Context: an optimization exercise on an open-source flow, tuned for small area, a short achievable clock period and few clock cycles. The choices shown serve that exercise and are no tape-out recipe.
Power figures rest on the tool's default switching activity, not on a simulated workload.

== run A ==
==> flow/design.v <==
module spu(
input  clk,
input  rst,
input  start,
output stop,
input   [15:0] im_r_data,
output  [7:0]  im_addr,
output  [7:0] dm_addr,
output  dm_wr,
input  [15:0] dm_r_data,
output [15:0] dm_w_data
);
localparam [3:0] OP_LOAD  = 4'd0,
                 OP_STORE = 4'd1,
                 OP_ADD   = 4'd2,
                 OP_LOAC  = 4'd3,
                 OP_SUB   = 4'd4,
                 OP_JMPZ  = 4'd5,
                 OP_JUMP  = 4'd6,
                 OP_STOP  = 4'd15;
reg  [7:0]  pc;       
reg         fv;       
reg  [15:0] ir;       
reg         vd;       
reg         stopd;    
reg  [3:0]  sa;       
reg  [15:0] a;        
reg  [15:0] b;        
reg         cin;      
reg  [7:0]  imme;     
reg  [3:0]  rae;      
reg         we_e;     
reg         ld_e;     
reg         lc_e;     
reg         st_e;     
reg         jz_e;     
reg  [15:0] rf [0:15];
wire [3:0]  op_f = im_r_data[15:12];
wire [3:0]  op_d = ir[15:12];
wire [16:0] sum17 = {a, 1'b1} + {b, cin};
wire [15:0] alu   = sum17[16:1];
wire [15:0] res   = ld_e ? dm_r_data : (lc_e ? {8'h00, imme} : alu);
wire        taken = jz_e & (a == 16'd0);
reg rst_q;
always @(posedge clk)
  rst_q <= rst;
wire [15:0] wd = res & {16{~rst_q}};
always @(posedge clk) begin: rf_write
  integer i;
  for (i = 0; i < 16; i = i + 1)
    if (rst_q | (we_e & (rae == i)))
      rf[i] <= wd;
end
wire        jump_d = vd & (op_d == OP_JUMP) & ~taken;
wire [3:0]  sb     = ir[3:0];
wire [15:0] va     = (we_e && rae == sa) ? res : rf[sa];
wire [15:0] vb     = (we_e && rae == sb) ? res : rf[sb];
wire        sub_d  = (op_d == OP_SUB);
wire        go_d   = vd & ~taken;
always @(posedge clk) begin
  a    <= va;
  b    <= sub_d ? ~vb : vb;
  cin  <= sub_d;
  imme <= ir[7:0];
  rae  <= ir[11:8];
  ld_e <= (op_d == OP_LOAD);
  lc_e <= (op_d == OP_LOAC);
end
always @(posedge clk or posedge rst) begin
  if (rst) begin
    we_e <= 1'b0;
    st_e <= 1'b0;
    jz_e <= 1'b0;
  end else begin
    we_e <= go_d & ((op_d == OP_LOAD) | (op_d == OP_ADD) | (op_d == OP_SUB) | (op_d == OP_LOAC));
    st_e <= go_d & (op_d == OP_STORE);
    jz_e <= go_d & (op_d == OP_JMPZ);
  end
end
wire        kill_f = taken | jump_d | stopd;
wire [7:0]  pc_jz  = pc + imme - 8'd2;
wire [7:0]  pc_jp  = pc + ir[7:0] - 8'd1;
always @(posedge clk) begin
  ir <= im_r_data;
  sa <= (op_f == OP_STORE || op_f == OP_JMPZ) ? im_r_data[11:8] : im_r_data[7:4];
end
always @(posedge clk or posedge rst) begin
  if (rst) begin
    pc    <= 8'd0;
    fv    <= 1'b0;
    vd    <= 1'b0;
    stopd <= 1'b0;
  end else begin
    vd    <= fv & ~kill_f;
    stopd <= fv & ~kill_f & (op_f == OP_STOP);
    if (start) begin
      pc <= 8'd0;
      fv <= 1'b1;
    end else begin
      if (stopd)
        fv <= 1'b0;
      if (taken)
        pc <= pc_jz;
      else if (jump_d)
        pc <= pc_jp;
      else
        pc <= pc + 8'd1;
    end
  end
end
assign im_addr   = pc;
assign dm_addr   = imme;
assign dm_wr     = st_e;
assign dm_w_data = a;
assign stop      = stopd;
endmodule
==> flow/config.mk <==
export PLATFORM = sky130hd
export DESIGN_NAME = spu
export DESIGN_NICKNAME = spu
export VERILOG_FILES = /design/flow/design.v
export SDC_FILE = /design/flow/constraint.sdc
export NUM_CORES = 4
export LEC_CHECK = 0
export ABC_CLOCK_PERIOD_IN_PS = 2800
export CAP_MARGIN = 20
export CORE_MARGIN = 2
export CORE_UTILIZATION = 40
export SETUP_SLACK_MARGIN = 5
export SLEW_MARGIN = 20
==> flow/constraint.sdc <==
create_clock -name core_clock -period 8.0 [get_ports {clk}]
set_input_delay 1.6000 -clock core_clock [delete_from_list [all_inputs] [get_ports {clk}]]
set_output_delay 1.6000 -clock core_clock [all_outputs]
set_load 0.01 [all_outputs]
run.sh (not shown) runs the stock make flow with config.mk's settings and CLKGATE_MAP_FILE= SYNTH_SCRIPT=/design/flow/synth_recipe.tcl, a recipe that flattens the netlist after the stock synthesis.
Run A finished every step from synthesis to the final layout, and the layout passed the timing, design-rule and antenna checks.
Inputs modified between run A and run B:
--- a/flow/design.v
+++ b/flow/design.v
@@ -24,13 +24,17 @@
 reg         vd;       
 reg         stopd;    
-reg  [3:0]  sa;       
+reg  [15:0] oha;      
+reg  [15:0] ohb;      
+reg         lcd;      
+reg         fwda;     
+reg         fwdb;     
 reg  [15:0] a;        
 reg  [15:0] b;        
 reg         cin;      
 reg  [7:0]  imme;     
+reg  [7:0]  tgte;     
 reg  [3:0]  rae;      
 reg         we_e;     
 reg         ld_e;     
-reg         lc_e;     
 reg         st_e;     
 reg         jz_e;     
@@ -40,22 +44,31 @@
 wire [16:0] sum17 = {a, 1'b1} + {b, cin};
 wire [15:0] alu   = sum17[16:1];
-wire [15:0] res   = ld_e ? dm_r_data : (lc_e ? {8'h00, imme} : alu);
+wire [15:0] res   = ld_e ? dm_r_data : alu;
 wire        taken = jz_e & (a == 16'd0);
 reg rst_q;
 always @(posedge clk)
   rst_q <= rst;
-wire [15:0] wd = res & {16{~rst_q}};
+wire [15:0] wd   = res & {16{~rst_q}};
+wire [15:0] wsel = {16{rst_q}} | ({16{we_e}} & (16'd1 << rae));
 always @(posedge clk) begin: rf_write
   integer i;
   for (i = 0; i < 16; i = i + 1)
-    if (rst_q | (we_e & (rae == i)))
-      rf[i] <= wd;
+    rf[i] <= (wd & {16{wsel[i]}}) | (rf[i] & {16{~wsel[i]}});
 end
-wire        jump_d = vd & (op_d == OP_JUMP) & ~taken;
-wire [3:0]  sb     = ir[3:0];
-wire [15:0] va     = (we_e && rae == sa) ? res : rf[sa];
-wire [15:0] vb     = (we_e && rae == sb) ? res : rf[sb];
+reg  [15:0] rda, rdb;
+always @(*) begin: rf_read
+  integer i;
+  rda = {8'h00, ir[7:0] & {8{lcd}}};
+  rdb = 16'd0;
+  for (i = 0; i < 16; i = i + 1) begin
+    rda = rda | (rf[i] & {16{oha[i]}});
+    rdb = rdb | (rf[i] & {16{ohb[i]}});
+  end
+end
+wire [15:0] va     = fwda ? res : rda;
+wire [15:0] vb     = fwdb ? res : rdb;
 wire        sub_d  = (op_d == OP_SUB);
 wire        go_d   = vd & ~taken;
+wire        we_n   = go_d & ((op_d == OP_LOAD) | (op_d == OP_ADD) | (op_d == OP_SUB) | (op_d == OP_LOAC));
 always @(posedge clk) begin
   a    <= va;
@@ -63,7 +76,7 @@
   cin  <= sub_d;
   imme <= ir[7:0];
+  tgte <= pc + ir[7:0] + 8'hff;    
   rae  <= ir[11:8];
   ld_e <= (op_d == OP_LOAD);
-  lc_e <= (op_d == OP_LOAC);
 end
 always @(posedge clk or posedge rst) begin
@@ -73,15 +86,22 @@
     jz_e <= 1'b0;
   end else begin
-    we_e <= go_d & ((op_d == OP_LOAD) | (op_d == OP_ADD) | (op_d == OP_SUB) | (op_d == OP_LOAC));
+    we_e <= we_n;
     st_e <= go_d & (op_d == OP_STORE);
     jz_e <= go_d & (op_d == OP_JMPZ);
   end
 end
-wire        kill_f = taken | jump_d | stopd;
-wire [7:0]  pc_jz  = pc + imme - 8'd2;
-wire [7:0]  pc_jp  = pc + ir[7:0] - 8'd1;
+wire        kill_f = taken | stopd;
+wire        jump_f = fv & ~kill_f & (op_f == OP_JUMP);
+wire        rd_ra_f = (op_f == OP_STORE) | (op_f == OP_JMPZ);
+wire        rd_b_f  = (op_f == OP_ADD) | (op_f == OP_SUB);
+wire        rd_a_f  = rd_ra_f | rd_b_f;
+wire [3:0]  sa_f    = rd_ra_f ? im_r_data[11:8] : im_r_data[7:4];
 always @(posedge clk) begin
   ir <= im_r_data;
-  sa <= (op_f == OP_STORE || op_f == OP_JMPZ) ? im_r_data[11:8] : im_r_data[7:4];
+  oha  <= rd_a_f ? (16'd1 << sa_f) : 16'd0;
+  ohb  <= rd_b_f ? (16'd1 << im_r_data[3:0]) : 16'd0;
+  lcd  <= (op_f == OP_LOAC);
+  fwda <= we_n & rd_a_f & (ir[11:8] == sa_f);
+  fwdb <= we_n & rd_b_f & (ir[11:8] == im_r_data[3:0]);
 end
 always @(posedge clk or posedge rst) begin
@@ -101,7 +121,7 @@
         fv <= 1'b0;
       if (taken)
-        pc <= pc_jz;
-      else if (jump_d)
-        pc <= pc_jp;
+        pc <= tgte;
+      else if (jump_f)
+        pc <= pc + im_r_data[7:0];
       else
         pc <= pc + 8'd1;
Results
The final layout from run B, which completed every stage, passed the timing, design-rule and antenna checks at the end of the flow.
Taking run B as 1.0, run A lands at 1.18 on total length of routed met2 wires.
Measured against run B, the gate count of the mapped netlist of run A comes out at 1.19 times the reference value.
Looking at reported net switching power, run B sits below run A.
Depth of the worst register-to-register path (run B over run A): increase, 4
As of run B, cell area after placement had fallen by a few percent compared to run A.
When the final numbers for run A and run B were put side by side, the static power due to leakage turned out to be greater in run A.
Against run A, clock tree buffer count of the final layout in run B fell by a few percent.
No run of this note included a check of the RTL's function; only the layout flow was run.

[static timing again, ports no longer ideal]
The results above use ideal ports. As a check the final layouts listed here were re-extracted and re-timed, cells and wires unchanged.
Step 1, drivers: a clkbuf_16 drives clk and a buf_2 each remaining input, both assumed.
Step 2 times the ports against the registers' clock, not the clock port: input delays grow and output delays shrink by t, the midpoint of the rising clock arrivals with the driver on.
Slacks: ideal / step 1 / step 2; pairs: ideal / step 1.
| run | shift t [ns] | setup WS [ns] | slew at the worst register clock pin (ns) | worst slew at a driven data input, ns | pins driven straight from the clock port |
|---|---|---|---|---|---|
| run A | 0.593 | 4.955 / 4.955 / 4.530 | 0.07 / 0.07 | 0.06 | 1 |
| run B | 0.591 | 4.577 / 4.577 / 4.022 | 0.07 / 0.07 | 0.04 | 1 |
After both steps setup and hold are still met in every run listed. The setup slack of run B, which loses most, moves by 0.000 ns with the drivers and by -0.555 ns with both steps.
